What follows belongs to an exercise in optimizing a design on an open flow for small area, a short achievable clock period and few clock cycles; a production flow would make more cautious choices.
The RTL was checked by simulation tests, not by an equivalence proof against the original design.
Power is estimated from default activity; no workload was simulated.

`flow/constraint.sdc`:
```
create_clock -name core_clock -period 5.0 [get_ports {clk}]
set_input_delay 1.0000 -clock core_clock [delete_from_list [all_inputs] [get_ports {clk}]]
set_output_delay 1.0000 -clock core_clock [all_outputs]
set_load 0.01 [all_outputs]
```
`flow/design.v`:
```
module demosaic(clk, reset, in_en, data_in, wr_r, addr_r, wdata_r, rdata_r, wr_g, addr_g, wdata_g, rdata_g, wr_b, addr_b, wdata_b, rdata_b, done);
input clk;
input reset;
input in_en;
input [7:0] data_in;
output reg wr_r;
output reg [13:0] addr_r;
output reg [7:0] wdata_r;
input [7:0] rdata_r;
output reg wr_g;
output reg [13:0] addr_g;
output reg [7:0] wdata_g;
input [7:0] rdata_g;
output reg wr_b;
output reg [13:0] addr_b;
output reg [7:0] wdata_b;
input [7:0] rdata_b;
output reg done;
reg [2:0] Currentstate, Nextstate;
localparam CHECK_IMG_RD = 3'd0;
localparam RED_BLUE_MODE = 3'd1;
localparam GREEN_MODE= 3'd2;
localparam WRITE_IN_MEM = 3'd3;
localparam CHECK_NEXT_PIXEL = 3'd4;
localparam DONE = 3'd5;
reg [13:0] center_pixel;
reg [2:0] counter_for_2;
reg [3:0] counter_for_4;
reg [9:0] sum1, sum2;
wire [6:0] row_add1, row_minus1, col_add1, col_minus1;
assign row_add1 = center_pixel[13:7] + 7'd1;
assign row_minus1 = center_pixel[13:7] - 7'd1;
assign col_add1 = center_pixel[6:0] + 7'd1 ;
assign col_minus1 = center_pixel[6:0] - 7'd1;
always @(posedge clk) begin
	if (reset) begin
		Currentstate <= CHECK_IMG_RD;
	end
	else begin
		Currentstate <= Nextstate;
	end 
end
always @(*) begin
    case (Currentstate)
        CHECK_IMG_RD : begin
            if ((in_en) && (center_pixel == 16383)) begin 
                Nextstate <= GREEN_MODE;
            end
            else begin
                Nextstate <= CHECK_IMG_RD;
            end
        end
        GREEN_MODE : begin
            if (counter_for_2 == 2) begin
                Nextstate <= WRITE_IN_MEM;
            end 
            else begin
                Nextstate <= GREEN_MODE;
            end
        end
        RED_BLUE_MODE : begin
            if (counter_for_4 == 4) begin
                Nextstate <= WRITE_IN_MEM;
            end 
            else begin
                Nextstate <= RED_BLUE_MODE;
            end
        end
        WRITE_IN_MEM : begin
            if (center_pixel == 16383) begin
                Nextstate <= DONE;
            end
            else begin
                Nextstate <= CHECK_NEXT_PIXEL;
            end
        end
        CHECK_NEXT_PIXEL : begin
            if (center_pixel[7] == center_pixel[0]) begin
                Nextstate <= GREEN_MODE;
            end
            else begin
                Nextstate <= RED_BLUE_MODE;
            end
        end
        DONE : begin
            Nextstate <= CHECK_IMG_RD;
        end
        default: begin
            Nextstate <= CHECK_IMG_RD;
        end
    endcase
end
always @(posedge clk) begin
    if (reset) begin
		counter_for_2 <= 0;
		counter_for_4 <= 0;
        center_pixel <= 0;
        wr_r <= 0;
        wr_g <= 0;
        wr_b <= 0;
        addr_r <= 0;
        addr_g <= 0;
        addr_b <= 0;
        sum1 <= 0;  
        sum2 <= 0;  
        done <= 0;
	end
	else begin
        case (Currentstate)
            CHECK_IMG_RD : begin
                if (in_en) begin
                    case ({center_pixel[7], center_pixel[0]})
                        0, 3: begin
                            wr_g <= 1;
                            addr_g <= center_pixel;
                            wdata_g <= data_in;
                        end
                        1: begin
                            wr_r <= 1'd1;
                            addr_r <= center_pixel;
                            wdata_r <= data_in;
                        end
                        2: begin
                            wr_b <= 1'd1;
                            addr_b <= center_pixel;
                            wdata_b <= data_in;
                        end
                    endcase
                    center_pixel <= center_pixel + 1;
                end
                else begin
                end
            end
            GREEN_MODE : begin
                counter_for_2 <= counter_for_2 + 1;   
                case (counter_for_2)
                    0 : begin
                        wr_g <= 1'd0;
                        wr_r <= 1'd0;
                        wr_b <= 1'd0;
                        sum1 <= 0;
                        sum2 <= 0;
                        if ({center_pixel[7], center_pixel[0]}) begin
                            addr_r <= {row_minus1, center_pixel[6:0]};
                            addr_b <= {center_pixel[13:7], col_minus1};
                        end 
                        else begin
                            addr_r <= {center_pixel[13:7], col_minus1};
                            addr_b <= {row_minus1, center_pixel[6:0]};
                        end
                    end
                    1 : begin
                        sum1 <= rdata_r;
                        sum2 <= rdata_b;
                        if ({center_pixel[7], center_pixel[0]}) begin
                            addr_r <= {row_add1, center_pixel[6:0]};
                            addr_b <= {center_pixel[13:7], col_add1};
                        end 
                        else begin
                            addr_r <= {center_pixel[13:7], col_add1};
                            addr_b <= {row_add1, center_pixel[6:0]};
                        end
                    end
                    2 : begin
                        sum1 <= (sum1 + rdata_r) >> 1;
                        sum2 <= (sum2 + rdata_b) >> 1;
                    end
                    default: begin
                    end
                endcase
            end
            RED_BLUE_MODE : begin
                counter_for_4 <= counter_for_4 + 1;
                case (counter_for_4)
                    0 : begin
                        wr_g <= 1'd0;
                        wr_r <= 1'd0;
                        wr_b <= 1'd0;
                        sum1 <= 0;
                        sum2 <= 0;
                        addr_g <= {row_minus1, center_pixel[6:0]};
                        if ({center_pixel[7], center_pixel[0]} == 2'd1) begin
                            addr_b <= {row_minus1, col_minus1};
                        end 
                        else begin
                            addr_r <= {row_minus1, col_minus1};
                        end
                    end
                    1 : begin
                        sum1 <= rdata_g;
                        addr_g <= {center_pixel[13:7], col_minus1};
                        if ({center_pixel[7], center_pixel[0]} == 2'd1) begin
                            addr_b <= {row_minus1, col_add1};
                            sum2 <= rdata_b;
                        end 
                        else begin
                            addr_r <= {row_minus1, col_add1};
                            sum2 <= rdata_r;
                        end
                    end
                    2 : begin
                        sum1 <= sum1 + rdata_g;
                        addr_g <= {center_pixel[13:7], col_add1};
                        if ({center_pixel[7], center_pixel[0]} == 2'd1) begin
                            addr_b <= {row_add1, col_minus1};
                            sum2 <= sum2 + rdata_b;
                        end 
                        else begin
                            addr_r <= {row_add1, col_minus1};
                            sum2 <= sum2 + rdata_r;
                        end
                    end
                    3 : begin
                        sum1 <= sum1 + rdata_g; 
                        addr_g <= {row_add1, center_pixel[6:0]};
                        if ({center_pixel[7], center_pixel[0]} == 2'd1) begin
                            addr_b <= {row_add1, col_add1};
                            sum2 <= sum2 + rdata_b;
                        end 
                        else begin
                            addr_r <= {row_add1, col_add1};
                            sum2 <= sum2 + rdata_r;
                        end
                    end
                    4 : begin
                        sum1 <= (sum1 + rdata_g) >> 2;
                        if ({center_pixel[7], center_pixel[0]} == 2'd1) begin
                            sum2 <= (sum2 + rdata_b) >> 2;
                        end 
                        else begin
                            sum2 <= (sum2 + rdata_r) >> 2;
                        end
                    end
                    default: begin
                    end
                endcase
            end
            WRITE_IN_MEM : begin   
                case ({center_pixel[7], center_pixel[0]})
                    0, 3 : begin
                        wr_r <= 1'd1;
                        wr_b <= 1'd1;
                        addr_r <= center_pixel;
                        wdata_r <= sum1[7:0];
                        addr_b <= center_pixel;
                        wdata_b <= sum2[7:0];
                    end
                    1 : begin
                        wr_g <= 1'd1;
                        wr_b <= 1'd1;
                        addr_g <= center_pixel;
                        wdata_g <= sum1[7:0];
                        addr_b <= center_pixel;
                        wdata_b <= sum2[7:0];
                    end
                    2 : begin
                        wr_g <= 1'd1;
                        wr_r <= 1'd1;
                        addr_g <= center_pixel;
                        wdata_g <= sum1[7:0];
                        addr_r <= center_pixel;
                        wdata_r <= sum2[7:0];
                    end
                endcase
                counter_for_4 <= 0;
                counter_for_2 <= 0;
                sum1 <= 0;
                sum2 <= 0;
                center_pixel <= center_pixel + 1;
            end
            CHECK_NEXT_PIXEL : begin
                wr_r <= 1'd0;
                wr_g <= 1'd0;
                wr_b <= 1'd0;
            end
            DONE : begin
                done <= 1;
            end
            default: begin
            end
        endcase
    end
end
endmodule
```
`flow/config.mk`:
```
export PLATFORM = sky130hd
export DESIGN_NAME = demosaic
export DESIGN_NICKNAME = demosaic
export VERILOG_FILES = /design/flow/design.v
export SDC_FILE = /design/flow/constraint.sdc
export NUM_CORES = 4
export LEC_CHECK = 0
export CAP_MARGIN = 20
export CORE_MARGIN = 2
export CORE_UTILIZATION = 40
export PLACE_DENSITY = 0.6
export SLEW_MARGIN = 20
```
`flow/run.sh`:
```
#!/bin/bash
# synth_recipe.tcl (not shown) runs the flow's synth.tcl, then flattens the netlist and writes it again
# the make line also repeats each setting of config.mk as NAME=value (left out here)
make -C /OpenROAD-flow-scripts/flow DESIGN_CONFIG=/design/flow/config.mk WORK_HOME=/design/flow/orfs CLKGATE_MAP_FILE= SYNTH_SCRIPT=/design/flow/synth_recipe.tcl finish
```
==> summary.txt <==
cell usage after synthesis (all sizes together), types with 7 or more instances:
| library cell | n | area share, % |
|---|---|---|
| nor2 | 110 | 4.5 |
| nand4 | 9 | 0.78 |
| xnor2 | 25 | 2.4 |
| o21ai | 111 | 6.1 |
| edfxtp | 24 | 7.9 |
| nor3 | 34 | 2.0 |
| o21a | 9 | 0.74 |
| buf | 32 | 2.0 |
| inv | 28 | 1.2 |
| ha | 48 | 6.6 |
| nand3 | 31 | 1.8 |
| a21o | 12 | 0.99 |
| clkbuf | 54 | 2.2 |
| and2 | 13 | 0.89 |
| a311oi | 10 | 1.2 |
| nor2b | 11 | 0.75 |
| a211o | 7 | 0.67 |
| or2 | 7 | 0.48 |
| o22ai | 11 | 0.75 |
| nor4 | 9 | 0.62 |
| a211oi | 21 | 1.9 |
| a21oi | 105 | 5.9 |
| or3 | 13 | 0.95 |
| a22oi | 9 | 0.74 |
| a31oi | 20 | 1.4 |
| a221oi | 16 | 1.5 |
| nand2 | 101 | 4.2 |
| and3 | 7 | 0.48 |
| o211ai | 18 | 1.5 |
| mux2i | 29 | 3.2 |
| o31ai | 10 | 0.82 |
| dfxtp | 90 | 20 |
| nand2b | 14 | 0.96 |
| xor2 | 15 | 1.4 |
| nor3b | 11 | 1.0 |
cell families (layout without fill, tap and decap cells):
logic type	after synthesis	count (layout)	share of synthesized area, %
mux	33	33	3.80
simple gates	390	390	21.2
fa+ha+maj	52	52	7.46
compound gates	422	422	30.7
flops	114	114	27.6
buf+inv	114	184	5.36
xor+xnor	40	40	3.84
final timing paths:
path,cells after the start,end,slack [ns]
max,8,addr_b[10]$_SDFFE_PP0P_,1.66
min,1,wr_g$_SDFFE_PP0P_,0.47
max reg2reg,8,addr_b[10]$_SDFFE_PP0P_,1.66
min reg2reg,1,wr_g$_SDFFE_PP0P_,0.47
metal layers:
layer	GRT usage, %	wire [um]
met1	33.1	13500
met2	42.7	14400
met3	5.77	2240
met4	10.5	1180
met5	0	0
per-stage QoR:
stage,utilization [%],cell area [sq um]
4_1_cts,48.3,10900
2_1_floorplan,-,9120
3_5_place_dp,45.8,10300
5_1_grt,48.3,10900
3_3_place_gp,45.8,10300
6_report,48.3,10900
flip-flops by register name (all words and copies together), names as in the netlist, 8 cells and up:
register      flops
sum2             10
addr_b           14
sum1             10
addr_g           14
wdata_g           8
addr_r           14
wdata_b           8
center_pixel     14
wdata_r           8
power by group:
part | total, mW | switching (mW) | internal, mW
Sequential | 0.986 | 0.0213 | 0.964
Combinational | 0.331 | 0.184 | 0.147
Clock | 1.18 | 0.491 | 0.685
cell type report:
type                       instances  area [sq um]
fill                            2245         11600
timing repair buffer             124          1190
sequential                       114          2520
inverter                          28           105
tap                              285           357
clock inverter                    15           130
multi-input combinational        937          6140
clock buffer                      17           425
worst reg2reg max path: cells and delay by family (launching register included):
| kind | cells | cell delay [ns] |
|---|---|---|
| AOI/OAI and AO/OA | 5 | 1.35 |
| adders and majority gates | 1 | 0.80 |
| buffers and inverters | 2 | 0.59 |
| DFF | 1 | 0.54 |
==> reports/summary.txt <==
status -> finished clean
crit path max fanout -> 20
cts repair resizes -> 0
area delta synth->final -> 19.1%
hold_ws -> 0.468 ns
Detail Route Antenna Nets -> 0
DPL Wire Length -> 22.7 mm
skew final -> 0.0130 ns
layout cell share with drive strength beyond 1 -> 6.88%
residual DRC count -> 0
ys flop type -> dfxtp_1
post-DR vias/cell -> 6.17
# nets final -> 1309
total CTS buffers -> 17
Slew headroom -> 28.4%
final std cells w/o fill -> 1520
CTS tree -> done
CTS Sinks -> 114
worst hold path type -> flip-flop to flip-flop
vias -> 9382
Critical Path Source Type -> flip-flop
core area -> 22500 sq um
DRT iter0 DRCs -> 917
total power -> 2.49 mW
Worst Path Buf+Inv -> 2
die height -> 155 um
hold path start -> wr_g$_SDFFE_PP0P_
total wire length -> 31.3 mm
Crit. End Element -> flip-flop
fin crit share -> 66.9%
Port Buffers -> 104
Least-Margin Pin Slew -> 1.07 ns
drt wl/cell -> 20.6 um
worst setup margin -> 1.66 ns
global-route wire length before repair -> 49.1 mm
worst r2r src -> center_pixel[0]$_SDFFE_PP0P_
diode count -> 0
Hold Violations, Final -> 0
post-CTS setup buffer count -> 0
synth unique cells -> 84
register area share after synthesis -> 27.6%
Placed Cells -> 1488
# H-tree levels -> 4
Leak -> 3.96 nW
WS Path Type -> flip-flop to flip-flop
Cells after Synth -> 1165
Slew Limit Fails -> 0
DRT Pass-1 Iters -> 5
die area -> 24000 sq um
Starting Density -> 40.5%
Syn. warnings -> 1
Crit path arrival time -> 3.70 ns
vias in the first global route -> 8840
CP required -> 5.35 ns
gpl congestion -> 0.957
# IOs -> 105
Root Driver -> clkbuf_16
flops & latches, synth -> 114
setup TNS -> 0 ns
mean post-synth cell area -> 7.83 sq um
PwrDens -> 229 nW/um^2
Post-Syn Nets -> 1252
CTS max path bufs -> 2
initial antenna violation count -> 0
Crit. Startpoint -> center_pixel[0]$_SDFFE_PP0P_
maximum VDD drop -> 205 uV
RSZ-0062 raised after global routing -> no
Crit path largest cell delay -> 0.80 ns
CP max-delay cell -> ha_1
mapped cell area -> 9120 sq um
Placement Setup Slack -> 1.51 ns
most frequent cells in the layout -> o21ai_0, nor2_1, a21oi_1, clkdlybuf4s50_1, nand2_1
largest net degree at the start of global routing -> 38
hold_buf cts -> 0
fmax -> 299 MHz
EDFF count, synth -> 24
Synth async-reset ratio -> 0%
total global routing overflow -> 0
setup violators final -> 0
Die Span X -> 155 um
All-Layer GR Usage -> 26.0%
Clk pin slew, worst setup/hold paths -> 0.06 ns
Top delay family on crit path -> compound AO/OA/AOI/OAI gates
FP Rows -> 55
# Max-Cap Violations -> 0
Final min period -> 3.34 ns
crit-path cells -> inv_1 -> ha_1 -> a211o_1 -> a21oi_1 -> a211oi_4 -> buf_4 -> o21ai_0 -> a41oi_1
Clock Latency Late Sink -> 0.44 ns
Testbench counts, summed over its fixed seeds: cycles 1,835,008.

## afterwards: timing with drivers on the ports
Ports are ideal in the flow. The routed layout listed here was re-timed in OpenROAD.
Step 1 assumes that a clkbuf_16 drives the clock port and a buf_2 every other input.
Step 2 times the ports against the registers' clock, not the clock port: input delays grow and output delays shrink by t, the midpoint of the rising clock arrivals with the driver on.
Slacks: no drivers / after step 1 / after step 2; pairs: no drivers / after step 1.
t (ns): 0.473
setup WS [ns]: 1.656 / 1.656 / 1.383
hold WS [ns]: 0.468 / 0.468 / 0.468
clock arrival spread, ns: 0.014 / 0.013
worst register clock-pin slew, ns: 0.06 / 0.06
After both steps this run still meets setup and hold. For this run, drivers alone change the setup slack by 0.000 ns; drivers and shift together by -0.273 ns.
